What follows belongs to an exercise in optimizing a design on an open flow for small area, a short achievable clock period and few clock cycles; a production flow would make more cautious choices. Where RTL was checked, it was by simulation tests only, not by an equivalence proof against the original. Function not checked in run 8: the RTL went through the layout flow alone.

[flow/design.v]
module AtanROM #(parameter DW = 16)(
	input         [3:0]    hi,
	input         [3:0]    lo,
	output        [DW-1:0] AtanValue);
	function [15:0] atan(input integer k);    
		case (k)
			0:  atan = 16'h1dac;  1:  atan = 16'h0fae;
			2:  atan = 16'h07f5;  3:  atan = 16'h03ff;
			4:  atan = 16'h0200;  5:  atan = 16'h0100;
			6:  atan = 16'h0080;  7:  atan = 16'h0040;
			8:  atan = 16'h0020;  9:  atan = 16'h0010;
			10: atan = 16'h0008;  11: atan = 16'h0004;
			12: atan = 16'h0002;  default: atan = 16'h0001;
		endcase
	endfunction
	reg [15:0] v;
	integer h, l;
	always @ (*) begin
		v = 16'h0000;
		for (h = 0; h < 4; h = h + 1)
			for (l = 0; l < 4; l = l + 1)
				if (4*h + l < 14)
					v = v | ({16{hi[h] & lo[l]}} & atan(4*h + l));
	end
	assign AtanValue = v;
endmodule
module Cordic #(parameter DW=16, AW=4)(
	input                  clk, rst, en,
	output                 done,
	input  signed [DW-1:0] z,
	output signed [DW-1:0] x,y);
	reg signed [15:0] X, Y;
	reg        [15:0] Z;
	reg        [3:0]  hx, lx;    
	reg        [3:0]  hy, ly;    
	reg        [3:0]  hz, lz;    
	reg               px, ny;    
	reg               busy, done_r;
	wire        [15:0] AtanValue;
	AtanROM #(.DW(16)) UUT (.hi(hz), .lo(lz), .AtanValue(AtanValue));
	wire        last  = hz[3] & lz[1];           
	wire        step  = busy & ~last;
	always @ (posedge clk, posedge rst)
		if (rst) begin
			busy   <= 1'b0;
			done_r <= 1'b0;
		end else begin
			busy   <= busy ? ~last : en;
			done_r <= busy & last;
		end
	always @ (posedge clk) begin
		lx <= step ? {lx[2:0], lx[3]} : 4'b0001;
		hx <= step ? (lx[3] ? {hx[2:0], hx[3]} : hx) : 4'b0001;
		ly <= step ? {ly[2:0], ly[3]} : 4'b0001;
		hy <= step ? (ly[3] ? {hy[2:0], hy[3]} : hy) : 4'b0001;
		lz <= step ? {lz[2:0], lz[3]} : 4'b0001;
		hz <= step ? (lz[3] ? {hz[2:0], hz[3]} : hz) : 4'b0001;
	end
	function [14:0] shr(input [14:0] a, input [3:0] h1, input [3:0] l1);
		reg [14:0] s;
		begin
			s =   ({15{l1[0]}} & a)
			    | ({15{l1[1]}} & {{1{a[14]}}, a[14:1]})
			    | ({15{l1[2]}} & {{2{a[14]}}, a[14:2]})
			    | ({15{l1[3]}} & {{3{a[14]}}, a[14:3]});
			shr = ({15{h1[0]}} & s)
			    | ({15{h1[1]}} & {{4{s[14]}}, s[14:4]})
			    | ({15{h1[2]}} & {{8{s[14]}}, s[14:8]})
			    | ({15{h1[3]}} & {{12{s[14]}}, s[14:12]});
		end
	endfunction
	function [15:0] add16(input [15:0] a, input [15:0] b, input ci);
		reg [15:0] g, p, gg, pp;
		integer i, k;
		begin
			g = a & b;
			p = a ^ b;
			gg = g; pp = p;
			gg[0] = g[0] | (p[0] & ci);
			for (k = 1; k < 16; k = k * 2)
				for (i = 0; i < 16; i = i + 1)
					if (i & k) begin
						gg[i] = gg[i] | (pp[i] & gg[(i & ~(k - 1)) - 1]);
						pp[i] = pp[i] & pp[(i & ~(k - 1)) - 1];
					end
			add16 = p ^ {gg[14:0], ci};
		end
	endfunction
	wire               first = hz[0] & lz[0];       
	wire               pz  = ~Z[15];
	wire        [15:0] yc  = Y ^ {16{px}};
	wire        [15:0] xc  = X ^ {16{ny}};
	wire        [14:0] ysh = shr(yc[15:1], hx, lx);
	wire        [14:0] xsh = shr(xc[15:1], hy, ly);
	wire        [15:0] xi  = add16(X, {ysh[14], ysh}, px);
	wire        [15:0] yi  = add16(Y, {xsh[14], xsh}, ny);
	reg         [15:0] k01;
	always @ (*)
		case ({Z[15], px})
			2'b01:   k01 = 16'h0000 - 16'h3244 - 16'h1dac;
			2'b00:   k01 = 16'h0000 - 16'h3244 + 16'h1dac;
			2'b11:   k01 = 16'h3244 - 16'h1dac;
			default: k01 = 16'h3244 + 16'h1dac;
		endcase
	wire        [15:0] zb  = first ? k01 : AtanValue ^ {16{pz}};
	wire        [15:0] zi  = add16(Z, zb, pz & ~first);
	wire               p1  = z[15] ? (z >= 16'hcdbc) : (z >= 16'h3244);
	wire        [15:0] zn  = busy ? zi : z;
	always @ (posedge clk) begin
		X  <= busy ? xi : 16'h26dd;
		Y  <= busy ? yi : (z[15] ? 16'hd923 : 16'h26dd);
		Z  <= zn;
		px <= busy ? ~zi[15] : p1;
		ny <= busy ? zi[15] : ~p1;
	end
	assign done = done_r;
	assign x = X;
	assign y = Y;
endmodule
[flow/config.mk]
export PLATFORM = sky130hd
export DESIGN_NAME = Cordic
export DESIGN_NICKNAME = Cordic
export VERILOG_FILES = /design/flow/design.v
export SDC_FILE = /design/flow/constraint.sdc
export NUM_CORES = 4
export LEC_CHECK = 0
export ABC_AREA = 1
export CAP_MARGIN = 20
export CORE_MARGIN = 2
export CORE_UTILIZATION = 40
export SETUP_SLACK_MARGIN = 5
export SLEW_MARGIN = 20
[flow/constraint.sdc]
create_clock -name core_clock -period 8.0 [get_ports {clk}]
set_input_delay 1.6000 -clock core_clock [delete_from_list [all_inputs] [get_ports {clk}]]
set_output_delay 1.6000 -clock core_clock [all_outputs]
set_load 0.01 [all_outputs]
[flow/flow/run.sh]
#!/bin/bash
# The standard layout with two changes: adders are left to abc as plain
# gates (no full/half adder cells, ADDER_MAP_FILE empty), and the ports are
# buffered by the smallest buffer instead of the delay cell buffer_ports
# picks by default. Synthesis is otherwise the standard one (synth_recipe.tcl:
# no fsm or share pass, flattened, function nets renamed), so the registers
# and their names are the standard synthesis's. The whole output goes to
# flow.log here; each ORFS step also keeps its own log under orfs/logs/.
set -euo pipefail
export ADDER_MAP_FILE=
export BUFFER_PORTS_ARGS="-buffer_cell sky130_fd_sc_hd__buf_1"
bash standard.sh finish > flow.log 2>&1
[flow/standard.sh]
#!/bin/bash
# synth_recipe.tcl (not shown) runs the flow's synth.tcl, then flattens the netlist and writes it again
# the make line also repeats each setting of config.mk as NAME=value (left out here)
make -C /OpenROAD-flow-scripts/flow DESIGN_CONFIG=/design/flow/config.mk WORK_HOME=/design/flow/orfs CLKGATE_MAP_FILE= SYNTH_SCRIPT=/design/flow/synth_recipe.tcl "${@:-finish}"
==> results.txt, run 1 <==
status=complete, no violations; net count after synthesis=1183; worst slew pin tran=0.771 ns; Vias per Instance=4.94; vias in the first global route=6300; Hold WS=0.494 ns; CP required=8.19 ns; GRT Overall Usage=0.216; Cell Rows=47; clock root buffer=clkbuf_16; share of layout cells above drive strength 1=0.0806; worst hold path type=register to register; grt total ovfl=0; largest net degree at the start of global routing=41; average cell area after synthesis=5.69 sq um; final setup TNS=0 ns; Ys Warns=2; post-synth top area share=0.235; drt first pass iters=5; most common library cells after synthesis=nand2_1 (414), inv_1 (137), nor2_1 (123), nand3_1 (93), dfxtp_1 (74); CTS tree=yes; PortBufs=51; Final Net Count=1218; diode count=0; Worst Path Arrival=2.94 ns; initial antenna violation count=0; final setup fails=0; # Post-CTS Setup Buffers=0; Netlist Area Pre-Place=0.00662 sq mm; Top Ports=52; Final Slew Violations=0; EDFF count, synth=0; WL/cell=13.0 microns; core area=0.0164 sq mm; H-tree Lvls=3; post-synthesis async set-or-reset flop share=0.0263; Final Wtd Congestion=0.938; RSZ-0062 raised after global routing=no; Layout area overhead=9.52%; Max Freq=365 MHz; Synth cell types=54; Final Hold Fails=0; post_cts resized=0; Die X=133 microns; Worst Setup Start Kind=register; Critical Path End Type=register; Layout fillers=1799; CTS sink count=76; Die ar.=0.0176 sq mm; Max-slew headroom=0.484; Die Span Y=133 microns; Num CTS Buffers=9; post-detailed-route count of antenna-violating nets=0; Seq cells post-synth=76; WS Path Type=register to register; Final Skew=0.00994 ns; Hold-fix buffers, CTS=0; ys flop type=dfxtp_1; DR iter-0 viols=403; total wire length=18600 microns; cell taking the most area after synthesis=nand2_1; total number of vias=7028; Max clock buf depth=2; hpwl dp=14500 microns; Initial Utilization=0.404; clock latency on the worst-skew pair=0.35 ns; Period Utilization, post-route=0.343; # DRC=0; top cells by area, synth=nand2_1 (23%), dfxtp_1 (22%), inv_1 (7.8%); critical-path maximum fanout=12; Max Cap Viol=0; count leader, synth=nand2_1; first-pass GRT wire length=30900 microns; Seq/Total Area, Yosys=0.231; clock period minus worst slack=2.74 ns; clock transition at the registers of the reported paths=0.06 ns; cells after synthesis=1164
==> cell type report <==
class / instances / area [sq um] / share of cell area
multi-input combinational: 910 / 4360 / 0.602
sequential: 76 / 1540 / 0.212
inverter: 148 / 562 / 0.0775
tap: 220 / 275 / 0.0380
clock buffer: 10 / 239 / 0.0330
timing repair buffer: 54 / 221 / 0.0305
clock inverter: 5 / 52.6 / 0.00725
==> metrics by stage <==
stage / instance area, sq um / instances / util / setup slack (ns)
finish: 7250 / 1423 / 0.442 / 5.26
global route: 7250 / 1423 / 0.442 / 5.01
CTS: 7230 / 1423 / 0.441 / 5.01
detailed placement: 6940 / 1408 / 0.423 / 5.02
global placement: 6940 / 1408 / 0.423 / 5.02
floorplan: 6620 / 1164 / - / 5.57
==> flip-flops by register name, indices dropped and copies added (netlist names) <==
signal / count
X: 16
Y: 16
Z: 16
hx: 4
hy: 4
hz: 4
lx: 4
ly: 4
lz: 4
busy: 1
done_r: 1
ny: 1
px: 1
==> path summary, 6_finish.rpt <==
kind	start	slack (ns)	cells after the start	to
worst max-delay path	hz[0]	5.26	15	ny
worst min-delay path	hy[3]	0.49	2	hy[3]
worst max register to register	hz[0]	5.26	15	ny
worst min register to register	hy[3]	0.49	2	hy[3]
max in group asynchronous	rst	6.82	2	done_r
min in group asynchronous	rst	1.07	2	busy
==> cells by family (layout without fill, tap and decap cells) <==
family	count (synthesis)	in the layout	synth area share
AND/OR/NAND/NOR	729	729	0.474
adder cells (fa/ha/maj)	1	1	0.00151
flip-flops	76	76	0.231
buffers and inverters	178	217	0.111
AO/OA/AOI/OAI	149	149	0.132
XOR/XNOR	31	31	0.0495
==> critical path, cell delays in order (launching register included) <==
cell and delay, ns:
dfxtp_1 0.36, nand2_2 0.22, inv_1 0.14, nor2_2 0.19, inv_1 0.14, maj3_1 0.40, o21ai_1 0.24, nand2_1 0.08
nand2_1 0.11, nand2_1 0.11, nand2_2 0.14, nand2_1 0.08, nand2_1 0.09, nand2_1 0.05, nand3_1 0.09, nand2_1 0.15
==> layout by cell type, fill, tap and decap left out, drive strengths merged, types with 3 or more instances in the layout <==
master  instances
or2            14
a31oi           5
clkbuf         10
o21ai          61
clkinv          5
nand3          96
nand4          13
nand2         438
xor2           28
and2           13
o21a            3
inv           146
nor2          130
buf            54
o22ai           6
dfxtp          74
a21oi          52
a21boi          3
o211ai         11
xnor2           3
nand3b          7
nor3           13
and3            3
==> per-layer routing <==
layer	track usage	up-vias	share of wire
met2	0.374	127	0.48
met5	0	-	0
met3	0.0280	32	0.033
li1	-	3738	-
met4	0.0836	0	0.024
met1	0.271	3131	0.46
Testbench counts, summed over its fixed seeds: cycles 48,000.
==> run 2: changes to the inputs <==
--- a/flow/design.v
+++ b/flow/design.v
@@ -31,8 +31,6 @@
 	output signed [DW-1:0] x,y);
 	reg signed [15:0] X, Y;
 	reg        [15:0] Z;
-	reg        [3:0]  hx, lx;    
-	reg        [3:0]  hy, ly;    
 	reg        [3:0]  hz, lz;    
 	reg               px, ny;    
 	reg               busy, done_r;
@@ -49,10 +47,6 @@
 			done_r <= busy & last;
 		end
 	always @ (posedge clk) begin
-		lx <= step ? {lx[2:0], lx[3]} : 4'b0001;
-		hx <= step ? (lx[3] ? {hx[2:0], hx[3]} : hx) : 4'b0001;
-		ly <= step ? {ly[2:0], ly[3]} : 4'b0001;
-		hy <= step ? (ly[3] ? {hy[2:0], hy[3]} : hy) : 4'b0001;
 		lz <= step ? {lz[2:0], lz[3]} : 4'b0001;
 		hz <= step ? (lz[3] ? {hz[2:0], hz[3]} : hz) : 4'b0001;
 	end
@@ -90,8 +84,8 @@
 	wire               pz  = ~Z[15];
 	wire        [15:0] yc  = Y ^ {16{px}};
 	wire        [15:0] xc  = X ^ {16{ny}};
-	wire        [14:0] ysh = shr(yc[15:1], hx, lx);
-	wire        [14:0] xsh = shr(xc[15:1], hy, ly);
+	wire        [14:0] ysh = shr(yc[15:1], hz, lz);
+	wire        [14:0] xsh = shr(xc[15:1], hz, lz);
 	wire        [15:0] xi  = add16(X, {ysh[14], ysh}, px);
 	wire        [15:0] yi  = add16(Y, {xsh[14], xsh}, ny);
 	reg         [15:0] k01;
--- a/flow/config.mk
+++ b/flow/config.mk
@@ -9,5 +9,6 @@
 export CAP_MARGIN = 20
 export CORE_MARGIN = 2
 export CORE_UTILIZATION = 40
+export CTS_BUF_LIST = sky130_fd_sc_hd__clkbuf_4
 export SETUP_SLACK_MARGIN = 5
 export SLEW_MARGIN = 20
==> run 2 against run 1 <==
Compared with the run above: still clean; count of clock-buffer cells in the layout unchanged; register-to-register slack got worse by 0.05 ns; via count decreased by 3.6%; maximum frequency decreased by 2.0%; critical path depth increased by 1; first-iteration DRC count increased by 42%; worst setup slack got worse by 0.055 ns; critical endpoint is now X[9].
==> results.txt, run 2 <==
status=complete, no violations; Layout fillers=1688; initial antenna violation count=1; post-detailed-route count of antenna-violating nets=0; count leader, synth=nand2_1; Max-slew headroom=0.511; Worst Path Arrival=3.16 ns; top cells by area, synth=nand2_1 (25%), dfxtp_1 (19%), nand3_1 (10%); share of layout cells above drive strength 1=0.102; # DRC=0; multi-input logic area=0.00414 sq mm; pre-CTS setup slack=4.65 ns; Seq cells post-synth=60; ys flop type=dfxtp_1; CTS sink count=60; Seq/Total Area, Yosys=0.199; final setup TNS=0 ns; cells after synthesis=1113; first-pass GRT wire length=29400 microns; Max Freq=358 MHz; Synth cell types=50; clock period minus worst slack=2.80 ns; Critical R2R Launch=lz[3]; Vias per Instance=5.05; Netlist Area Pre-Place=0.00609 sq mm; Max Cap Viol=0; final cell count without fillers=1342; FF-to-FF path depth=16; worst slew pin tran=0.730 ns; Initial Utilization=0.405; WHS Endpoint=X[7]; Die ar.=0.0162 sq mm; most frequent cells in the layout=nand2_1 (410), nand3_1 (123), inv_1 (113), nor2_1 (98), buf_1 (51); Layout area overhead=7.34%; worst flop-to-flop path endpoint=X[9]; hold_sp=X[6]; H-tree Lvls=3; Top Ports=52; Critical Path End Type=register; critical-path maximum fanout=25; CTS tree=yes; Hold-fix buffers, CTS=0; clock latency on the worst-skew pair=0.48 ns; RSZ-0062 raised after global routing=yes; clock transition at the registers of the reported paths=0.12 ns; most common cell after layout, fill and taps aside=nand2_1; Final Skew=0.0173 ns; drt first pass iters=5; clock root buffer=clkbuf_4; post-synth top area share=0.253; Final Wtd Congestion=1.02; worst hold path type=register to register; Cell Rows=45; worst reg2reg setup slack=5.20 ns; Die X=127 microns; Final Net Count=1167; DR iter-0 viols=572; hpwl dp=13600 microns; Ys Warns=2; average cell area after synthesis=5.47 sq um; grt total ovfl=0; EDFF count, synth=0; setup ws final=5.20 ns; Post-Place Cells=1321; largest net degree at the start of global routing=44; Die Span Y=127 microns; total wire length=17900 microns; most common library cells after synthesis=nand2_1 (410), nand3_1 (123), inv_1 (115), nor2_1 (98), dfxtp_1 (58); Max clock buf depth=2; post-synthesis async set-or-reset flop share=0.0333; WS Path Type=register to register; cell taking the most area after synthesis=nand2_1; storage element area=0.00124 sq mm; Hold Crit Depth=3; core area=0.0150 sq mm; Top Registers=X x16, Y x16, Z x16; net count after synthesis=1132; final setup fails=0; WL/cell=13.3 microns; total number of vias=6778; PortBufs=51; Worst Setup Start Kind=register; CP required=8.36 ns; Num CTS Buffers=9; GRT Overall Usage=0.223; Final Slew Violations=0; Hold WS=0.638 ns; Final Hold Fails=0; Period Utilization, post-route=0.350; vias in the first global route=5943
[run 2: cell count changes in the layout (fill, tap and decap cells not counted), moves of 8 or more]
cell,before,now
nand3_1,93,123
o21ai_1,11,28
nor2_1,121,98
a21oi_1,49,34
clkbuf_4,0,10
o211ai_1,11,3
inv_2,8,25
clkbuf_16,9,0
dfxtp_1,70,49
inv_1,137,113
o21ai_0,45,34
[run 2: metal layers]
metal	part of all wire	vias to the layer above	GRT usage
met5	0	-	0
met4	0.022	0	0.0763
met3	0.064	30	0.0322
met2	0.41	197	0.336
met1	0.50	2949	0.324
li1	-	3602	-
[run 2: metrics by stage]
stage,instance area [sq um],util
2_1_floorplan,6090,-
3_3_place_gp,6320,0.420
3_5_place_dp,6320,0.420
4_1_cts,6470,0.430
5_1_grt,6540,0.435
6_report,6540,0.435
[run 2: cells by family after synthesis]
| family | after synthesis | share of synthesized area |
|---|---|---|
| AND/OR/NAND/NOR | 717 | 0.512 |
| buffers and inverters | 176 | 0.123 |
| AO/OA/AOI/OAI | 132 | 0.125 |
| flip-flops | 60 | 0.199 |
| XOR/XNOR | 28 | 0.0415 |
[run 2: final cells by class]
class | count | area share
clock buffer | 10 | 0.0115
timing repair buffer | 56 | 0.0350
multi-input combinational | 877 | 0.633
inverter | 144 | 0.0852
antenna | 1 | 0.000383
sequential | 60 | 0.189
clock inverter | 6 | 0.00995
tap | 188 | 0.0360
[run 2: how the worst max path moves through the flow]
stage	startpoint	to	slack (ns)
detailed placement	lz[0]	X[13]	4.65
finish	lz[3]	X[9]	5.20
floorplan	z[5]	px	5.57
global route	ny	Y[15]	4.99
global placement	lz[0]	X[13]	4.61
CTS	ny	Y[15]	5.04
[run 2: what timing repair did]
| item | CTS | global route |
|---|---|---|
| setup endpoints to repair | 36 | 35 |
| gates resized for setup | 7 | 12 |
| setup buffers | 0 | 4 |
[run 2: worst max-delay path, cell delays in order, from the launching register on]
cell and delay, ns:
dfxtp_4 0.46, inv_2 0.17, nand2_2 0.11, nor2_4 0.12, nand2_2 0.09, nand2_2 0.12, nor2_2 0.08, nor3_1 0.33
nand3_1 0.23, xor2_2 0.22, o21a_1 0.20, nand2_2 0.10, nand2_2 0.07, nand2_4 0.12, nand2_1 0.09, nand3b_1 0.09
nand3_1 0.07
Testbench counts of run 2, summed over its fixed seeds: cycles 48,000.
==> run 3: changes to the inputs <==
--- a/flow/config.mk
+++ b/flow/config.mk
@@ -9,6 +9,5 @@
 export CAP_MARGIN = 20
 export CORE_MARGIN = 2
 export CORE_UTILIZATION = 40
-export CTS_BUF_LIST = sky130_fd_sc_hd__clkbuf_4
 export SETUP_SLACK_MARGIN = 5
 export SLEW_MARGIN = 20
==> run 3 against run 2 <==
Compared with the run above: still clean on timing, DRC and antenna; sequential share of layout area decreased by 0.44 points; global-route usage increased by 0.11 points; first-iteration DRC count unchanged; synthesized area unchanged; clock skew decreased by 0.0099 ns; cell count decreased by 0.15%; critical path depth increased by 1; utilization increased by 1.0 points; count of clock-buffer cells in the layout unchanged; largest cell class unchanged; highest routed layer unchanged.
==> results.txt, run 3 <==
CTS tree=yes; most common cell after layout, fill and taps aside=nand2_1; ys flop type=dfxtp_1; Final Wtd Congestion=1.02; DR iter-0 viols=572; Num CTS Buffers=9; vias in the first global route=5935; FF-to-FF path depth=17; Seq/Total Area, Yosys=0.199; Netlist Area Pre-Place=0.00609 sq mm; Max Freq=364 MHz; Layout fillers=1674; cell taking the most area after synthesis=nand2_1; post-detailed-route count of antenna-violating nets=0; post-synthesis async set-or-reset flop share=0.0333; critical-path maximum fanout=20; Top Registers=X x16, Y x16, Z x16; multi-input logic area=0.00415 sq mm; Final Net Count=1166; CTS sink count=60; storage element area=0.00124 sq mm; Worst Setup Start Kind=register; drt first pass iters=5; Top Ports=52; placed cell area=0.00632 sq mm; Critical Path End Type=register; EDFF count, synth=0; total number of vias=6786; diode count=0; crit path from=lz[2]; Final Hold Fails=0; Initial Utilization=0.405; count leader, synth=nand2_1; WL/cell=13.4 microns; hold_sp=X[6]; most common library cells after synthesis=nand2_1 (410), nand3_1 (123), inv_1 (115), nor2_1 (98), dfxtp_1 (58); Post-Place Cells=1321; share of layout cells above drive strength 1=0.102; Synth cell types=50; setup ws final=5.25 ns; most frequent cells in the layout=nand2_1 (410), nand3_1 (123), inv_1 (113), nor2_1 (98), buf_1 (51); H-tree Lvls=3; # DRC=0; net count after synthesis=1132; CP required=8.22 ns; worst slew pin tran=0.729 ns; GRT Overall Usage=0.224; top cells by area, synth=nand2_1 (25%), dfxtp_1 (19%), nand3_1 (10%); Final Skew=0.00737 ns; pre-CTS setup slack=4.65 ns; WS Path Type=register to register; Layout area overhead=9.86%; Die Span Y=127 microns; clock latency on the worst-skew pair=0.35 ns; initial antenna violation count=0; total wire length=17900 microns; final cell count without fillers=1340; clock root buffer=clkbuf_16; Cell Rows=45; clock period minus worst slack=2.75 ns; Worst Path Arrival=2.96 ns; RSZ-0062 raised after global routing=yes; first-pass GRT wire length=29400 microns; core area=0.0150 sq mm; cells after synthesis=1113; Period Utilization, post-route=0.343; average cell area after synthesis=5.47 sq um; grt total ovfl=0; Max clock buf depth=2; Vias per Instance=5.06; Max-slew headroom=0.511; PortBufs=51; Final Slew Violations=0; final setup TNS=0 ns; Ys Warns=2; Max Cap Viol=0; design area=0.00669 sq mm; clock transition at the registers of the reported paths=0.06 ns; final setup fails=0; Die X=127 microns; hpwl dp=13600 microns; Die ar.=0.0162 sq mm; Seq cells post-synth=60; post-synth top area share=0.253; status=complete, no violations; largest net degree at the start of global routing=44; Critical R2R Launch=lz[2]; worst hold path type=register to register; Hold Crit Depth=3
run 3: cell counts after synthesis:
Identical to the previous run, type by type.
run 3: worst paths after layout:
kind                           to  slack, ns
setup / recovery             X[9]       5.25
hold / removal               X[7]       0.64
setup reg to reg             X[9]       5.25
hold reg to reg              X[7]       0.64
max in group asynchronous    busy       6.83
min in group asynchronous  done_r       1.06
run 3: per-stage QoR:
step           utilization  hold WS (ns)
3_3_place_gp         0.420         0.619
4_1_cts              0.440         0.637
3_5_place_dp         0.420         0.622
2_1_floorplan            -         0.542
6_report             0.445         0.635
5_1_grt              0.445         0.690
run 3: layout make-up:
| type | instances | area share |
|---|---|---|
| inverters | 144 | 0.0832 |
| flip-flops and latches | 60 | 0.185 |
| repair buffers | 55 | 0.0331 |
| clock buffers | 10 | 0.0342 |
| multi-input cells | 877 | 0.620 |
| clock inverters | 6 | 0.00973 |
| well taps | 188 | 0.0352 |
run 3: kinds of logic (layout without fill, tap and decap cells):
kind of cell           count (synthesis)  after routing  share of synthesized area
XOR/XNOR                              28             28                     0.0415
AO/OA/AOI/OAI                        132            132                      0.125
buffers and inverters                176            215                      0.123
AND/OR/NAND/NOR                      717            717                      0.512
flip-flops                            60             60                      0.199
run 3: repair_timing:
item / 4_1_cts / 5_1_grt
resized for setup: 7 / 14
hold buffers: 0 / 0
setup buffers: 0 / 3
pin swaps: 0 / 0
setup endpoints to repair: 35 / 35
run 3: worst max-delay path, cell delays in order, from the launching register on:
cell and delay, ns:
dfxtp_4 0.49, clkinvlp_4 0.23, nand2_2 0.16, nand2_1 0.08
nand3_1 0.31, nand2_1 0.10, nand3_1 0.13, nor3_1 0.07
o21ai_1 0.21, nand2_1 0.10, nand2_1 0.09, nand2_1 0.08
nand2_2 0.10, nand2_2 0.07, nand2_4 0.12, nand2_1 0.09
nand3b_1 0.09, nand3_1 0.07
run 3: metal layers:
layer  global-route usage  vias up  routed length, microns
li1                     -     3599                       -
met1                0.325     2956                    9100
met2                0.336      204                    7410
met3               0.0322       27                    1040
met4               0.0834        0                     372
met5                    0        -                       0
==> run 4: changes to the inputs <==
--- a/flow/config.mk
+++ b/flow/config.mk
@@ -9,5 +9,6 @@
 export CAP_MARGIN = 20
 export CORE_MARGIN = 2
 export CORE_UTILIZATION = 40
+export CTS_BUF_LIST = sky130_fd_sc_hd__clkbuf_8
 export SETUP_SLACK_MARGIN = 5
 export SLEW_MARGIN = 20
==> run 4 against run 3 <==
Compared with the run above: still clean on timing, DRC and antenna; utilization shrank 0.69 points; maximum frequency down 2.3%; via count grew 0.63%; global-route usage shrank 0.071 points; worst setup slack got worse by 0.066 ns; register-to-register slack got worse by 0.07 ns; critical path depth fell by 1; worst hold slack got worse by 0.0033 ns; first-iteration DRC count rose by 0.52%; critical endpoint unchanged.
==> results.txt, run 4 <==
Final Wtd Congestion=1.02; status=complete, no violations; DR iter-0 viols=575; Initial Utilization=0.405; Final Core Density=0.438; Worst Path Arrival=3.06 ns; total wire length=18000 microns; critical path's slowest cell=dfxtp_4; Final Hold Fails=0; grt total ovfl=0; Max-slew headroom=0.503; Die ar.=0.0162 sq mm; initial antenna violation count=0; final setup fails=0; # DRC=0; Max clock buf depth=2; critical-path maximum fanout=25; CTS tree=yes; worst slew pin tran=0.740 ns; final setup TNS=0 ns; Worst Setup Start Kind=register; CTS sink count=60; Max Cap Viol=0; core area=0.0150 sq mm; worst hold path type=register to register; cells after synthesis=1113; largest net degree at the start of global routing=44; vias in the first global route=5946; Most common cell on crit path=nand2_2; CP required=8.25 ns; clock period minus worst slack=2.81 ns; most common cell after layout, fill and taps aside=nand2_1; Period Utilization, post-route=0.351; Critical Path End Type=register; Cell Chain, Critical Path=inv_2 -> nand2_2 -> nor2_4 -> nand2_2 -> nand2_2 -> nor2_2 -> nor3_1 -> nand3_1 -> xor2_2 -> o21a_1 -> nand2_2 -> nand2_2 -> nand2_4 -> nand2_1 -> nand3b_1 -> nand3_1; EDFF count, synth=0; ys flop type=dfxtp_1; Die Span Y=127 microns; post-detailed-route count of antenna-violating nets=0; most common library cells after synthesis=nand2_1 (410), nand3_1 (123), inv_1 (115), nor2_1 (98), dfxtp_1 (58); Cell Rows=45; net count after synthesis=1132; Layout fillers=1679; Synth cell types=50; first-pass GRT wire length=29400 microns; most frequent cells in the layout=nand2_1 (410), nand3_1 (123), inv_1 (114), nor2_1 (98), buf_1 (51); Final Skew=0.0110 ns; cell taking the most area after synthesis=nand2_1; top cells by area, synth=nand2_1 (25%), dfxtp_1 (19%), nand3_1 (10%); Final Slew Violations=0; Final Net Count=1167; Post-Place Cells=1321; largest stage delay on the critical path=0.45 ns; average cell area after synthesis=5.47 sq um; Max Freq=356 MHz; clock root buffer=clkbuf_8; H-tree Lvls=3; WS Path Type=register to register; PortBufs=51; Die X=127 microns; Ys Warns=2; Seq/Total Area, Yosys=0.199; Hold-fix buffers, CTS=0; Seq cells post-synth=60; GRT Overall Usage=0.223; total number of vias=6829; diode count=0; clock latency on the worst-skew pair=0.38 ns; Top Ports=52; post-synthesis async set-or-reset flop share=0.0333; count leader, synth=nand2_1; Netlist Area Pre-Place=0.00609 sq mm; share of layout cells above drive strength 1=0.101; hpwl dp=13600 microns; Vias per Instance=5.09; clock transition at the registers of the reported paths=0.08 ns; WL/cell=13.4 microns; final cell count without fillers=1341; Top Registers=X x16, Y x16, Z x16; drt first pass iters=6; post-synth top area share=0.253; Layout area overhead=8.16%; Num CTS Buffers=9; RSZ-0062 raised after global routing=yes
run 4: area by class of cell:
| cell class | instances | area [sq um] | area share |
|---|---|---|---|
| clock buffer | 9 | 124 | 0.0188 |
| multi-input combinational | 877 | 4140 | 0.628 |
| inverter | 144 | 557 | 0.0845 |
| sequential | 60 | 1240 | 0.188 |
| timing repair buffer | 56 | 229 | 0.0348 |
| clock inverter | 7 | 68.8 | 0.0104 |
| tap | 188 | 235 | 0.0357 |
run 4: kinds of logic after synthesis:
logic type,share of synthesized area
AOI/OAI and AO/OA,0.125
buffers and inverters,0.123
DFF,0.199
and+or+nand+nor,0.512
xor gates and xnor gates,0.0415
run 4: final timing paths:
path / from / to / slack (ns) / depth (start not counted)
max: lz[3] / X[9] / 5.19 / 16
min reg2reg: X[6] / X[7] / 0.63 / 3
max in group asynchronous: rst / busy / 6.86 / 2
min: X[6] / X[7] / 0.63 / 3
max reg2reg: lz[3] / X[9] / 5.19 / 16
min in group asynchronous: rst / done_r / 1.03 / 2
run 4: what timing repair did:
item / CTS / global route
setup endpoints to repair: 36 / 35
hold endpoints to repair: 0 / 0
resized for setup: 7 / 12
setup buffers: 0 / 4
run 4: worst max-delay path, delay by kind of cell, from the launching register on:
kind                      cells  cell delay (ns)
buffers and inverters         1             0.17
xor gates and xnor gates      1             0.22
AOI/OAI and AO/OA             1             0.20
DFF                           1             0.45
and+or+nand+nor              13             1.63
run 4: through the flow:
step | hold WS [ns] | setup slack [ns] | cell area [sq um]
2_1_floorplan | 0.542 | 5.57 | 6090
3_5_place_dp | 0.622 | 4.65 | 6320
4_1_cts | 0.646 | 5.05 | 6520
6_report | 0.632 | 5.19 | 6590
3_3_place_gp | 0.619 | 4.61 | 6320
5_1_grt | 0.683 | 4.99 | 6590
run 4: layer usage:
metal	vias up	routed length (microns)	GRT usage
li1	3603	-	-
met1	2985	9140	0.325
met2	205	7380	0.336
met3	36	1080	0.0335
met4	0	406	0.0756
met5	-	0	0
==> run 5: changes to the inputs <==
==> flow/config.mk (replaced) <==
export PLATFORM = sky130hd
export DESIGN_NAME = Cordic
export DESIGN_NICKNAME = Cordic
export VERILOG_FILES = /design/flow/design.v
export SDC_FILE = /design/flow/constraint.sdc
export NUM_CORES = 4
export LEC_CHECK = 0
export ABC_AREA = 0
export CAP_MARGIN = 20
export CORE_MARGIN = 2
export CORE_UTILIZATION = 40
export SETUP_SLACK_MARGIN = 5
export SLEW_MARGIN = 20
==> run 5 against run 4 <==
Compared with the run above: synthesized area down 6.9%; sequential cell count unchanged; wire length up 16%; critical endpoint is now Y[15].
==> results.txt, run 5 <==
vias in the first global route=6176; post-synth top area share=0.205; CTS tree=yes; Cell Chain, Critical Path=buf_12 -> xor2_4 -> a22o_1 -> o21ai_1 -> and3_1 -> maj3_1 -> maj3_2 -> a211oi_4 -> o31ai_4 -> a31oi_2 -> maj3_2 -> mux2i_1 -> xnor2_1 -> a21o_1; Seq/Total Area, Yosys=0.214; Most common cell on crit path=maj3_2; clock transition at the registers of the reported paths=0.06 ns; post-detailed-route count of antenna-violating nets=0; Post-Synth Simple-Gate Area=0.183; count leader, synth=nand2_1; largest family of logic cells by synthesized area=compound AO/OA/AOI/OAI gates; core area=0.0139 sq mm; Die Span Y=123 microns; EDFF count, synth=0; total number of vias=6280; post-synthesis xor/xnor area fraction=0.173; DR iter-0 viols=545; post-synthesis async set-or-reset flop share=0.0333; CP required=8.24 ns; PortBufs=51; clock latency on the worst-skew pair=0.35 ns; Final Hold Fails=0; mux contribution to synthesized area=0.0172; largest stage delay on the critical path=0.40 ns; CTS sink count=60; Final Core Density=0.596; Max Cap Viol=0; H-tree Lvls=3; Cell Rows=43; final setup fails=0; top cells by area, synth=dfxtp_1 (20%), xnor2_1 (9.7%), xor2_1 (7.3%); Num CTS Buffers=9; WS Path Type=register to register; hpwl dp=13100 microns; Max-slew headroom=0.439; Initial Utilization=0.408; Ys Warns=2; Layout area overhead=46.0%; drt first pass iters=5; Hold-fix buffers, CTS=0; clock period minus worst slack=3.76 ns; average cell area after synthesis=7.59 sq um; grt total ovfl=0; Seq cells post-synth=60; status=complete, no violations; Synth cell types=74; worst hold path type=register to register; Top delay family on crit path=compound AO/OA/AOI/OAI gates; RSZ-0062 raised after global routing=yes; Top Ports=52; critical-path maximum fanout=6; Critical Path End Type=register; most frequent cells in the layout=buf_4 (65), xnor2_1 (57), nand2_1 (55), buf_1 (51); Final Net Count=872; net count after synthesis=766; Worst Path Arrival=4.00 ns; Netlist Area Pre-Place=0.00567 sq mm; Bufs and invs on worst path=1; total wire length=20800 microns; # DRC=0; final setup TNS=0 ns; cell taking the most area after synthesis=dfxtp_1; ys flop type=dfxtp_1; diode count=0; Final Wtd Congestion=0.971; Die X=123 microns; Max clock buf depth=2; cells after synthesis=747; largest net degree at the start of global routing=57; first-pass GRT wire length=32600 microns; most common library cells after synthesis=nand2_1 (64), xnor2_1 (63), a21oi_1 (60), dfxtp_1 (58), nor2_1 (53); worst slew pin tran=0.840 ns; Period Utilization, post-route=0.470; clock root buffer=clkbuf_16; initial antenna violation count=0; Worst Setup Start Kind=register; critical path's slowest cell=dfxtp_4; GRT Overall Usage=0.281; Die ar.=0.0151 sq mm; share of layout cells above drive strength 1=0.330; Vias per Instance=6.05; Max Freq=266 MHz; WL/cell=20.1 microns; most common cell after layout, fill and taps aside=buf_4; Final Slew Violations=0; Synth Area in Compound Gates=0.310; Synth Area in Adders=0.0435; Final Skew=0.00918 ns; Top Registers=X x16, Y x16, Z x16
==> run 5: path summary, 6_finish.rpt <==
path / startpoint / end / slack [ns] / cells after the start
worst max-delay path: ny / Y[15] / 4.24 / 14
worst min-delay path: Z[14] / Z[15] / 0.60 / 3
worst max register to register: ny / Y[15] / 4.24 / 14
worst min register to register: Z[14] / Z[15] / 0.60 / 3
max in group asynchronous: rst / busy / 6.83 / 2
min in group asynchronous: rst / done_r / 1.06 / 2
==> run 5: per-layer routing <==
layer / up-vias / global-route usage / wire (microns)
met2: 280 / 0.455 / 9850
met4: 0 / 0.158 / 1100
met3: 74 / 0.0558 / 1460
li1: 2905 / - / -
met1: 3021 / 0.348 / 8420
met5: - / 0 / 0
==> run 5: worst min-delay path: stages (launching register included) <==
cell and delay [ns]:
dfxtp_1 0.35, nand2_1 0.06, nand2_1 0.08, o21bai_1 0.07
==> run 5: timing repair <==
action,in CTS,in global routing
setup buffers,67,9
pin swaps,48,22
resized for setup,139,38
endpoints found under the setup margin,37,34
hold endpoints to repair,0,0
cloned,6,0
==> run 5: logic make-up after synthesis <==
group                      after synthesis
AOI/OAI and AO/OA                      253
adders and majority gates               24
and+or+nand+nor                        214
DFF                                     60
muxes                                    9
buffers and inverters                   76
xor gates and xnor gates               111
==> run 5: metrics by stage <==
stage          hold WS (ns)  std cells  cell area [sq um]  worst slack [ns]
4_1_cts               0.608       1029               8000              4.44
5_1_grt               0.635       1038               8270              4.16
6_report              0.602       1038               8270              4.24
2_1_floorplan         0.555        747               5970              4.64
3_5_place_dp          0.593        940               6170              3.71
3_3_place_gp          0.586        940               6170              3.82
==> run 5: cell type report <==
class                   count  area [sq um]
clock buffers               9           225
clock inverters             7           124
fillers                  1191          5610
inverters                  31           125
multi-input cells         611          5160
flip-flops and latches     60          1250
well taps                 180           225
repair buffers            140          1170
==> run 6: changes to the inputs <==
--- a/flow/config.mk
+++ b/flow/config.mk
@@ -5,9 +5,11 @@
 export SDC_FILE = /design/flow/constraint.sdc
 export NUM_CORES = 4
 export LEC_CHECK = 0
-export ABC_AREA = 0
+export ABC_AREA = 1
 export CAP_MARGIN = 20
 export CORE_MARGIN = 2
 export CORE_UTILIZATION = 40
+export CTS_CLUSTER_DIAMETER = 200
+export CTS_CLUSTER_SIZE = 40
 export SETUP_SLACK_MARGIN = 5
 export SLEW_MARGIN = 20
==> run 6 against run 5 <==
Compared with the run above: global-route usage fell by 5.6 points; critical path depth increased by 3; utilization decreased by 15 points; sequential cell count did not move; non-clock buffer count decreased by 85; worst setup slack improved by 1.0 ns; clock skew is 0.0018 ns lower; cell count is 29% higher; synthesized area rose by 7.4%; critical endpoint is now X[9]; largest cell class unchanged.
==> results.txt, run 6 <==
initial antenna violation count=0; CP required=8.22 ns; total wire length=17900 microns; WL/cell=13.4 microns; Initial Utilization=0.405; Top delay family on crit path=simple AND/OR/NAND/NOR gates; most common library cells after synthesis=nand2_1 (410), nand3_1 (123), inv_1 (115), nor2_1 (98), dfxtp_1 (58); GRT Overall Usage=0.224; cell taking the most area after synthesis=nand2_1; Final Skew=0.00737 ns; Ys Warns=2; Worst Path Arrival=2.96 ns; hpwl dp=13600 microns; clock root buffer=clkbuf_16; PortBufs=51; worst hold path type=register to register; crit path from=lz[2]; Max clock buf depth=2; design area=0.00669 sq mm; Num CTS Buffers=9; Max Cap Viol=0; first-pass GRT wire length=29400 microns; Final Net Count=1166; worst flop-to-flop path endpoint=X[9]; clock transition at the registers of the reported paths=0.06 ns; post-synthesis async set-or-reset flop share=0.0333; Layout area overhead=9.86%; drt first pass iters=5; Critical Path End Type=register; CTS tree=yes; clock period minus worst slack=2.75 ns; Critical Path Stages=17; net count after synthesis=1132; placed cell area=0.00632 sq mm; critical-path maximum fanout=20; cells after synthesis=1113; post-detailed-route count of antenna-violating nets=0; Cell Rows=45; Most common cell on crit path=nand2_1; count leader, synth=nand2_1; CTS sink count=60; Final Slew Violations=0; Bufs and invs on worst path=1; top cells by area, synth=nand2_1 (25%), dfxtp_1 (19%), nand3_1 (10%); pre-CTS setup slack=4.65 ns; vias in the first global route=5935; post-synth top area share=0.253; Setup crit end=X[9]; Seq/Total Area, Yosys=0.199; Max-slew headroom=0.511; largest net degree at the start of global routing=44; EDFF count, synth=0; Final Core Density=0.445; Max Freq=364 MHz; worst reg2reg setup slack=5.25 ns; share of layout cells above drive strength 1=0.102; average cell area after synthesis=5.47 sq um; Seq cells post-synth=60; H-tree Lvls=3; Cell Chain, Critical Path=clkinvlp_4 -> nand2_2 -> nand2_1 -> nand3_1 -> nand2_1 -> nand3_1 -> nor3_1 -> o21ai_1 -> nand2_1 -> nand2_1 -> nand2_1 -> nand2_2 -> nand2_2 -> nand2_4 -> nand2_1 -> nand3b_1 -> nand3_1; Period Utilization, post-route=0.343; WS Path Type=register to register; core area=0.0150 sq mm; DR iter-0 viols=572; Critical R2R Launch=lz[2]; Synth cell types=50; Vias per Instance=5.06; critical path's slowest cell=dfxtp_4; total number of vias=6786; status=complete, no violations; # DRC=0; Final Wtd Congestion=1.02; Die Span Y=127 microns; most frequent cells in the layout=nand2_1 (410), nand3_1 (123), inv_1 (113), nor2_1 (98), buf_1 (51); setup ws final=5.25 ns; clock latency on the worst-skew pair=0.35 ns; final setup fails=0; Die ar.=0.0162 sq mm; Netlist Area Pre-Place=0.00609 sq mm; diode count=0; ys flop type=dfxtp_1; RSZ-0062 raised after global routing=yes; Final Hold Fails=0; Top Ports=52; Die X=127 microns; final setup TNS=0 ns; grt total ovfl=0; worst slew pin tran=0.729 ns; Top Registers=X x16, Y x16, Z x16; largest stage delay on the critical path=0.49 ns; most common cell after layout, fill and taps aside=nand2_1; FF-to-FF path depth=17; Worst Setup Start Kind=register
==> run 6: kinds of logic after synthesis <==
logic type	Yosys count	synth area share
and+or+nand+nor	717	0.512
xor gates and xnor gates	28	0.0415
DFF	60	0.199
buffers and inverters	176	0.123
AOI/OAI and AO/OA	132	0.125
==> run 6: area by class of cell <==
cell class	instances	area, sq um
clock buffers	10	229
repair buffers	55	221
well taps	188	235
flip-flops and latches	60	1240
multi-input cells	877	4150
fillers	1674	8340
inverters	144	557
clock inverters	6	65.1
==> run 6: per-layer routing <==
layer | GRT usage | vias to the layer above | wire (microns)
met5 | 0 | - | 0
met3 | 0.0322 | 27 | 1040
met4 | 0.0834 | 0 | 372
met1 | 0.325 | 2956 | 9100
met2 | 0.336 | 204 | 7410
li1 | - | 3599 | -
==> run 6: what timing repair did <==
action	in CTS	in global routing
cloned	0	0
endpoints found under the hold margin	0	0
setup endpoints to repair	35	35
hold buffers	0	0
resized for setup	7	14
setup buffers	0	3
==> run 6: worst min path at each step <==
stage,from,endpoint,slack [ns],cells past startpoint
2_1_floorplan,hz[3],done_r,0.54,2
3_3_place_gp,X[6],X[7],0.62,3
3_5_place_dp,X[6],X[7],0.62,3
4_1_cts,X[6],X[7],0.64,3
5_1_grt,hz[0],hz[0],0.69,2
6_report,X[6],X[7],0.64,3
==> run 6: through the flow <==
stage                     instances  hold slack [ns]
after floorplan                1113            0.542
after detailed placement       1321            0.622
after global routing           1340            0.690
after CTS                      1337            0.637
final                          1340            0.635
after global placement         1321            0.619
==> run 6: worst register-to-register path: stages, from the launching register on <==
cell and delay [ns]:
dfxtp_4 0.49, clkinvlp_4 0.23, nand2_2 0.16, nand2_1 0.08, nand3_1 0.31, nand2_1 0.10
nand3_1 0.13, nor3_1 0.07, o21ai_1 0.21, nand2_1 0.10, nand2_1 0.09, nand2_1 0.08
nand2_2 0.10, nand2_2 0.07, nand2_4 0.12, nand2_1 0.09, nand3b_1 0.09, nand3_1 0.07
==> run 7: changes to the inputs <==
--- a/flow/config.mk
+++ b/flow/config.mk
@@ -8,8 +8,6 @@
 export ABC_AREA = 1
 export CAP_MARGIN = 20
 export CORE_MARGIN = 2
-export CORE_UTILIZATION = 40
-export CTS_CLUSTER_DIAMETER = 200
-export CTS_CLUSTER_SIZE = 40
+export CORE_UTILIZATION = 75
 export SETUP_SLACK_MARGIN = 5
 export SLEW_MARGIN = 20
==> run 7 against run 6 <==
Compared with the run above: still clean; synthesized area stayed put; clock skew increased by 0.0038 ns; count of clock-buffer cells in the layout fell by 1; sequential cell count stayed put; critical endpoint is now px; critical path type unchanged.
==> results.txt, run 7 <==
PortBufs=51; Synth Area in Compound Gates=0.125; most common cell after layout, fill and taps aside=nand2_1; count leader, synth=nand2_1; Ys Warns=2; Worst Path Arrival=3.11 ns; Die X=94.1 microns; final setup TNS=0 ns; Seq/Total Area, Yosys=0.199; critical-path maximum fanout=24; post-synthesis xor/xnor area fraction=0.0415; # DRC=0; Cell Rows=32; CTS sink count=60; Final Hold Fails=0; CP required=8.27 ns; top cells by area, synth=nand2_1 (25%), dfxtp_1 (19%), nand3_1 (10%); H-tree Lvls=3; initial antenna violation count=0; Num CTS Buffers=9; post-synth top area share=0.253; net count after synthesis=1132; Seq cells post-synth=60; first-pass GRT wire length=28700 microns; Post-Synth Simple-Gate Area=0.512; clock transition at the registers of the reported paths=0.08 ns; clock root buffer=clkbuf_8; Die ar.=0.00886 sq mm; Worst Setup Start Kind=register; Initial Utilization=0.780; Final Slew Violations=0; cells after synthesis=1113; Top Ports=52; core area=0.00781 sq mm; CTS tree=yes; Final Skew=0.0112 ns; setup ws final=5.15 ns; vias in the first global route=6378; DR iter-0 viols=939; WS Path Type=register to register; grt total ovfl=0; most frequent cells in the layout=nand2_1 (410), nand3_1 (122), inv_1 (115), nor2_1 (98), buf_1 (51); mux contribution to synthesized area=0; pre-CTS setup slack=4.72 ns; Netlist Area Pre-Place=0.00609 sq mm; status=complete, no violations; most common library cells after synthesis=nand2_1 (410), nand3_1 (123), inv_1 (115), nor2_1 (98), dfxtp_1 (58); average cell area after synthesis=5.47 sq um; GRT Overall Usage=0.400; Final Wtd Congestion=1.02; Max-slew headroom=0.493; Top Registers=X x16, Y x16, Z x16; Hold-fix buffers, CTS=0; Die Span Y=94.1 microns; Critical Path End Type=register; worst hold path type=register to register; Hold Crit Depth=2; drt first pass iters=6; Synth Area in Adders=0; final setup fails=0; Vias per Instance=5.72; RSZ-0062 raised after global routing=no; Final Net Count=1165; ys flop type=dfxtp_1; diode count=0; Period Utilization, post-route=0.356; clock latency on the worst-skew pair=0.36 ns; Layout area overhead=6.78%; share of layout cells above drive strength 1=0.101; largest net degree at the start of global routing=45; Synth cell types=50; total number of vias=7161; Max clock buf depth=2; Max Freq=351 MHz; WL/cell=14.0 microns; FF-to-FF path depth=18; cell taking the most area after synthesis=nand2_1; Max Cap Viol=0; hpwl dp=12700 microns; largest family of logic cells by synthesized area=simple AND/OR/NAND/NOR gates; total wire length=17500 microns; EDFF count, synth=0; worst slew pin tran=0.755 ns; post-synthesis async set-or-reset flop share=0.0333; clock period minus worst slack=2.85 ns; post-detailed-route count of antenna-violating nets=0
## run 7: cell counts after synthesis
Identical to the previous run, type by type.
## run 7: metrics by stage
step | hold WS, ns | cells | instance area [sq um] | util
global placement | 0.614 | 1236 | 6220 | 0.796
global route | 0.653 | 1253 | 6500 | 0.833
CTS | 0.654 | 1252 | 6450 | 0.826
detailed placement | 0.634 | 1236 | 6220 | 0.796
floorplan | 0.542 | 1113 | 6090 | -
finish | 0.633 | 1253 | 6500 | 0.833
## run 7: cell families after synthesis
logic type,after synthesis
and+or+nand+nor,717
xor gates and xnor gates,28
buffers and inverters,176
DFF,60
AOI/OAI and AO/OA,132
## run 7: what timing repair did
action	in CTS	in global routing
setup buffers	0	1
pin swaps	0	1
gates cloned	0	0
resized for setup	6	15
setup endpoints to repair	31	32
## run 7: final timing paths
| kind | from | slack (ns) | to |
|---|---|---|---|
| max reg2reg | lz[1] | 5.15 | px |
| max | lz[1] | 5.15 | px |
| min | lz[3] | 0.63 | hz[2] |
| min reg2reg | lz[3] | 0.63 | hz[2] |
| min in group asynchronous | rst | 1.05 | done_r |
| max in group asynchronous | rst | 6.84 | busy |
## run 7: final cells by class
type	instances	area (sq um)
clock buffers	9	124
clock inverters	7	100
fillers	611	1310
inverters	144	549
multi-input cells	877	4150
flip-flops and latches	60	1230
well taps	102	128
repair buffers	54	218
## run 7: worst max-delay path: stages (launching register included)
cell and delay (ns):
dfxtp_2 0.67, nand2_2 0.18, nand3_2 0.14, nor2_2 0.07, o21ai_1 0.08, nand2_1 0.11, nand2_1 0.08, o21ai_1 0.11
or2_1 0.28, nand2_1 0.10, o21ai_1 0.09, a21boi_2 0.24, nand2_4 0.11, nand2_1 0.10, nand2_1 0.09, nand2_1 0.07
nand2_1 0.07, nand2_1 0.10, inv_2 0.03
## run 7: metal layers
layer / wire length, microns / global-route usage / share of wire
met1: 7720 / 0.554 / 0.44
met2: 7510 / 0.630 / 0.43
met4: 397 / 0.115 / 0.023
met3: 1860 / 0.0787 / 0.11
met5: 0 / 0 / 0
==> run 8: changes to the inputs <==
--- a/flow/design.v
+++ b/flow/design.v
@@ -98,7 +98,7 @@
 		endcase
 	wire        [15:0] zb  = first ? k01 : AtanValue ^ {16{pz}};
 	wire        [15:0] zi  = add16(Z, zb, pz & ~first);
-	wire               p1  = z[15] ? (z >= 16'hcdbc) : (z >= 16'h3244);
+	wire               p1  = z[15] ? ($signed(z) >= -16'sh3244) : ($signed(z) >= 16'sh3244);
 	wire        [15:0] zn  = busy ? zi : z;
 	always @ (posedge clk) begin
 		X  <= busy ? xi : 16'h26dd;
--- a/flow/config.mk
+++ b/flow/config.mk
@@ -8,6 +8,6 @@
 export ABC_AREA = 1
 export CAP_MARGIN = 20
 export CORE_MARGIN = 2
-export CORE_UTILIZATION = 75
+export CORE_UTILIZATION = 40
 export SETUP_SLACK_MARGIN = 5
 export SLEW_MARGIN = 20
==> run 8 against run 7 <==
Compared with the run above: critical path depth is 3 higher; maximum frequency rose by 3.8%; sequential share of layout area decreased by 0.32 points; clock skew grew 0.0018 ns; global-route usage decreased by 17 points; via count decreased by 5.0%; largest cell class unchanged.
==> results.txt, run 8 <==
# Post-CTS Setup Buffers=0; CP required=8.22 ns; Max clock buf depth=2; H-tree Lvls=3; post_cts resized=8; most common library cells after synthesis=nand2_1 (404), inv_1 (126), nor2_1 (118), nand3_1 (113), dfxtp_1 (58); core area=0.0146 sq mm; PortBufs=51; post-synth top area share=0.251; Setup crit end=Y[10]; post-detailed-route count of antenna-violating nets=0; Worst Setup Start Kind=register; net count after synthesis=1136; Synth cell types=48; Vias per Instance=5.08; worst slew pin tran=0.782 ns; RSZ-0062 raised after global routing=no; pre-CTS setup slack=4.71 ns; status=complete, no violations; Final Skew=0.0130 ns; Num CTS Buffers=9; Max Cap Viol=0; hpwl dp=14000 microns; vias in the first global route=6047; EDFF count, synth=0; most common cell after layout, fill and taps aside=nand2_1; clock latency on the worst-skew pair=0.35 ns; final cell count without fillers=1338; Top Registers=X x16, Y x16, Z x16; Final Core Density=0.454; initial antenna violation count=0; diode count=0; CTS tree=yes; most frequent cells in the layout=nand2_1 (404), inv_1 (126), nor2_1 (117), nand3_1 (113), buf_1 (51); setup ws final=5.26 ns; DR iter-0 viols=474; Final Wtd Congestion=1.01; Final Hold Fails=0; final setup fails=0; Max Freq=365 MHz; hold_sp=Z[14]; Die Span Y=127 microns; final setup TNS=0 ns; Die X=127 microns; Initial Utilization=0.412; total number of vias=6802; Final Net Count=1169; Netlist Area Pre-Place=0.00604 sq mm; crit path from=lz[2]; GRT Overall Usage=0.230; cell taking the most area after synthesis=nand2_1; Period Utilization, post-route=0.343; Worst Path Arrival=2.97 ns; clock root buffer=clkbuf_16; clock transition at the registers of the reported paths=0.06 ns; clock period minus worst slack=2.74 ns; total wire length=18300 microns; Critical Path End Type=register; grt total ovfl=0; Seq cells post-synth=60; worst hold path type=register to register; CTS sink count=60; count leader, synth=nand2_1; Hold-fix buffers, CTS=0; Die ar.=0.0161 sq mm; worst flop-to-flop path endpoint=Y[10]; cells after synthesis=1117; WS Path Type=register to register; Max-slew headroom=0.475; Seq/Total Area, Yosys=0.201; Layout area overhead=10.1%; average cell area after synthesis=5.41 sq um; Final Slew Violations=0; worst reg2reg setup slack=5.26 ns; first-pass GRT wire length=29900 microns; Ys Warns=2; drt first pass iters=5; largest net degree at the start of global routing=42; Critical R2R Launch=lz[2]; Top Ports=52; FF-to-FF path depth=21; share of layout cells above drive strength 1=0.0789; critical-path maximum fanout=23; Post-Place Cells=1323; top cells by area, synth=nand2_1 (25%), dfxtp_1 (19%), nand3_1 (9.4%); Cell Rows=44; # DRC=0; post-synthesis async set-or-reset flop share=0.0333; WL/cell=13.7 microns; ys flop type=dfxtp_1
## run 8: changes by cell type after synthesis, moves of 6 or more
| cell | before | now |
|---|---|---|
| nand3_1 | 123 | 113 |
| nor2_1 | 98 | 118 |
| a21oi_1 | 34 | 42 |
| nor2_2 | 11 | 3 |
| buf_4 | 6 | 0 |
| inv_1 | 115 | 126 |
| nand2_1 | 410 | 404 |
## run 8: worst min-delay path by stage
| stage | cells after the start | endpoint | slack, ns |
|---|---|---|---|
| final | 3 | Z[15] | 0.56 |
| after detailed placement | 3 | Z[15] | 0.55 |
| after CTS | 3 | Z[15] | 0.56 |
| after global routing | 3 | Z[15] | 0.62 |
| after global placement | 3 | Z[15] | 0.56 |
| after floorplan | 2 | lz[3] | 0.50 |
## run 8: kinds of logic after synthesis
logic type                share of synthesized area
and+or+nand+nor                               0.506
buffers and inverters                         0.124
DFF                                           0.201
AOI/OAI and AO/OA                             0.131
xor gates and xnor gates                     0.0390
## run 8: layer usage
layer | track usage | part of all wire
met3 | 0.0561 | 0.050
met1 | 0.313 | 0.49
met4 | 0.0633 | 0.017
met5 | 0 | 0
met2 | 0.365 | 0.44
## run 8: cell type report
| type | instances | area, sq um |
|---|---|---|
| clock inverters | 2 | 35.0 |
| clock buffers | 13 | 260 |
| fillers | 1633 | 8000 |
| repair buffers | 52 | 199 |
| flip-flops and latches | 60 | 1240 |
| inverters | 152 | 582 |
| well taps | 184 | 230 |
| multi-input cells | 875 | 4100 |
## run 8: through the flow
| stage | hold slack (ns) | area [sq um] |
|---|---|---|
| after floorplan | 0.498 | 6040 |
| after global placement | 0.556 | 6300 |
| after detailed placement | 0.550 | 6300 |
| after CTS | 0.564 | 6600 |
| after global routing | 0.621 | 6650 |
| final | 0.562 | 6650 |
## run 8: worst max-delay path, stage by stage (launching register included)
cell and delay (ns):
dfxtp_4 0.43, inv_2 0.13, nand2_1 0.11, nor2_2 0.17, nand2_2 0.09, nand2_2 0.11
inv_2 0.06, nand2_1 0.11, nand3_1 0.11, nor2_2 0.17, nand3_1 0.11, nand2_1 0.09
nand2_1 0.10, o21a_1 0.22, nand2_4 0.10, nand2_4 0.06, nand2_4 0.11, nand2_1 0.09
nand2_1 0.06, nand2_1 0.04, nand3_1 0.06, nand2_1 0.05
==> run 9: changes to the inputs <==
--- a/flow/design.v
+++ b/flow/design.v
@@ -98,7 +98,7 @@
 		endcase
 	wire        [15:0] zb  = first ? k01 : AtanValue ^ {16{pz}};
 	wire        [15:0] zi  = add16(Z, zb, pz & ~first);
-	wire               p1  = z[15] ? ($signed(z) >= -16'sh3244) : ($signed(z) >= 16'sh3244);
+	wire               p1  = z[15] ? (z >= 16'hcdbc) : (z >= 16'h3244);
 	wire        [15:0] zn  = busy ? zi : z;
 	always @ (posedge clk) begin
 		X  <= busy ? xi : 16'h26dd;
--- a/flow/config.mk
+++ b/flow/config.mk
@@ -8,6 +8,7 @@
 export ABC_AREA = 1
 export CAP_MARGIN = 20
 export CORE_MARGIN = 2
-export CORE_UTILIZATION = 40
+export CORE_UTILIZATION = 60
+export GPL_TIMING_DRIVEN = 1
 export SETUP_SLACK_MARGIN = 5
 export SLEW_MARGIN = 20
==> run 9 against run 8 <==
Compared with the run above: still clean on timing, DRC and antenna; cell count is 4.1% lower; worst hold slack better by 0.044 ns; synthesized area up 0.85%; utilization grew 21 points; critical path depth up 2; via count is 0.43% higher; final area shrank 2.1%; sequential cell count did not move; largest cell class unchanged.
==> results.txt, run 9 <==
count leader, synth=nand2_1; net count after synthesis=1132; total number of vias=6831; GRT Overall Usage=0.308; post-detailed-route count of antenna-violating nets=0; first-pass GRT wire length=27600 microns; Final Wtd Congestion=1.02; most common library cells after synthesis=nand2_1 (410), nand3_1 (123), inv_1 (115), nor2_1 (98), dfxtp_1 (58); share of layout cells above drive strength 1=0.100; Synth cell types=50; Max Cap Viol=0; top cells by area, synth=nand2_1 (25%), dfxtp_1 (19%), nand3_1 (10%); total wire length=16600 microns; final cell count without fillers=1283; Netlist Area Pre-Place=0.00609 sq mm; Top delay family on crit path=simple AND/OR/NAND/NOR gates; Vias per Instance=5.32; # Post-CTS Setup Buffers=0; DR iter-0 viols=669; cell taking the most area after synthesis=nand2_1; WL/cell=13.0 microns; Layout area overhead=6.82%; PortBufs=51; cells after synthesis=1113; # DRC=0; clock period minus worst slack=2.70 ns; most common cell after layout, fill and taps aside=nand2_1; RSZ-0062 raised after global routing=no; Final Slew Violations=0; initial antenna violation count=0; Seq/Total Area, Yosys=0.199; post-synth top area share=0.253; CTS sink count=60; Die ar.=0.0110 sq mm; Bufs and invs on worst path=4; Ys Warns=2; Worst Setup Start Kind=register; Layout fillers=1033; EDFF count, synth=0; post-synthesis async set-or-reset flop share=0.0333; final setup fails=0; core area=0.00982 sq mm; Max Freq=370 MHz; Max clock buf depth=2; Cell Chain, Critical Path=buf_6 -> inv_2 -> nand2_2 -> nor2_4 -> nand2_2 -> nand2_4 -> nor2_2 -> inv_2 -> nand2_1 -> a21oi_2 -> nand2_1 -> nand2_1 -> nand2_1 -> nor2_2 -> inv_2 -> nor2_1 -> nand2_2 -> nand2_4 -> nand2_1 -> nand2_1 -> nand2_1 -> nand3_1 -> nand2_1; placed cell area=0.00626 sq mm; Worst Path Arrival=2.95 ns; final setup TNS=0 ns; Top Registers=X x16, Y x16, Z x16; grt total ovfl=0; largest stage delay on the critical path=0.37 ns; Top Ports=52; pre-CTS setup slack=4.81 ns; Final Hold Fails=0; Final Skew=0.0135 ns; clock root buffer=clkbuf_8; CTS tree=yes; worst reg2reg setup slack=5.30 ns; worst hold path type=register to register; H-tree Lvls=3; design area=0.00650 sq mm; diode count=0; largest net degree at the start of global routing=45; Seq cells post-synth=60; Initial Utilization=0.620; worst slew pin tran=0.721 ns; ys flop type=dfxtp_1; Period Utilization, post-route=0.338; Most common cell on crit path=nand2_1; Post-Place Cells=1267; Cell Rows=36; Max-slew headroom=0.516; Hold-fix buffers, CTS=0; drt first pass iters=5; clock transition at the registers of the reported paths=0.08 ns; status=complete, no violations; vias in the first global route=5818; average cell area after synthesis=5.47 sq um; most frequent cells in the layout=nand2_1 (410), nand3_1 (121), inv_1 (115), nor2_1 (98), buf_1 (51); Final Net Count=1164; critical-path maximum fanout=19; Die X=105 microns; CP required=8.25 ns; critical path's slowest cell=dfxtp_2; Die Span Y=105 microns; Num CTS Buffers=9; Critical Path End Type=register; clock latency on the worst-skew pair=0.38 ns; setup ws final=5.30 ns; hpwl dp=12600 microns; WS Path Type=register to register
## run 9: changes by cell type after synthesis, moves of 6 or more
| cell | change |
|---|---|
| nor2_1 | -20 |
| a21oi_1 | -8 |
| nand2_1 | +6 |
| inv_1 | -11 |
| nand3_1 | +10 |
| buf_4 | +6 |
| nor2_2 | +8 |
## run 9: per-stage QoR
step / hold WS [ns] / utilization
finish: 0.606 / 0.662
detailed placement: 0.615 / 0.637
global placement: 0.615 / 0.637
global route: 0.653 / 0.662
floorplan: 0.542 / -
CTS: 0.630 / 0.658
## run 9: worst register-to-register path: stages, from the launching register on
cell,delay [ns]
dfxtp_2,0.37
buf_6,0.18
inv_2,0.15
nand2_2,0.10
nor2_4,0.12
nand2_2,0.09
nand2_4,0.11
nor2_2,0.05
inv_2,0.08
nand2_1,0.06
a21oi_2,0.12
nand2_1,0.08
nand2_1,0.13
nand2_1,0.12
nor2_2,0.18
inv_2,0.04
nor2_1,0.13
nand2_2,0.09
nand2_4,0.10
nand2_1,0.07
nand2_1,0.06
nand2_1,0.04
nand3_1,0.06
nand2_1,0.05
## run 9: layer usage
| metal | GRT usage | part of all wire |
|---|---|---|
| met5 | 0 | 0 |
| met4 | 0.0952 | 0.014 |
| met3 | 0.0661 | 0.083 |
| met2 | 0.433 | 0.40 |
| met1 | 0.465 | 0.51 |
## run 9: repair_timing
| action | 4_1_cts | 5_1_grt |
|---|---|---|
| pin swaps | 0 | 0 |
| gates resized for setup | 4 | 16 |
| setup endpoints to repair | 29 | 38 |
## run 9: worst paths after layout
check	start	to	cells past startpoint
max	lz[3]	Y[11]	23
min	lz[3]	hz[2]	2
max reg2reg	lz[3]	Y[11]	23
min reg2reg	lz[3]	hz[2]	2
max in group asynchronous	rst	done_r	2
min in group asynchronous	rst	busy	2
## run 9: layout make-up
cell class	count	area, sq um	area share
Clock buffer	10	138	0.0212
Clock inverter	6	63.8	0.00981
Inverter	144	549	0.0844
Multi-Input combinational cell	877	4140	0.637
Sequential cell	60	1230	0.190
Tap cell	133	166	0.0256
Timing Repair Buffer	53	210	0.0323
## run 9: logic make-up (layout without fill, tap and decap cells)
group | after synthesis | in the layout | share of synthesized area
and+or+nand+nor | 717 | 717 | 0.512
buffers and inverters | 176 | 213 | 0.123
AOI/OAI and AO/OA | 132 | 132 | 0.125
DFF | 60 | 60 | 0.199
xor gates and xnor gates | 28 | 28 | 0.0415
Testbench counts of run 9, summed over its fixed seeds: cycles 48,000.

[separate check: timing with driven ports]
The flow's constraints put no driver on any port. The routed layouts listed below were extracted and timed again, unchanged, in two steps.
Step 1, drivers: a clkbuf_16 drives clk and a buf_2 each remaining input, both assumed.
Step 2, shift: input delay + t, output delay - t, t = (earliest + latest rising clock arrival at the registers) / 2. This alone moves slack from input paths to output paths.
Three values: ideal, step 1, step 2; two values: the first two.
run | t (ns) | slack for setup (ns) | cell pins on the clock port's net
run 1 | 0.388 | 5.257 / 5.257 / 5.065 | 1
run 2 | 0.504 | 5.203 / 5.203 / 5.161 | 1
run 3 | 0.390 | 5.255 / 5.255 / 5.152 | 1
run 4 | 0.410 | 5.189 / 5.189 / 5.140 | 1
run 5 | 0.388 | 4.239 / 4.239 / 4.239 | 1
run 6 | 0.390 | 5.255 / 5.255 / 5.152 | 1
run 7 | 0.394 | 5.154 / 5.154 / 5.097 | 1
run 8 | 0.388 | 5.259 / 5.259 / 5.091 | 1
run 9 | 0.404 | 5.297 / 5.297 / 5.064 | 1
After both steps setup and hold are still met in every run listed. For run 9, which loses most, drivers alone change the setup slack by 0.000 ns; drivers and shift together by -0.233 ns.
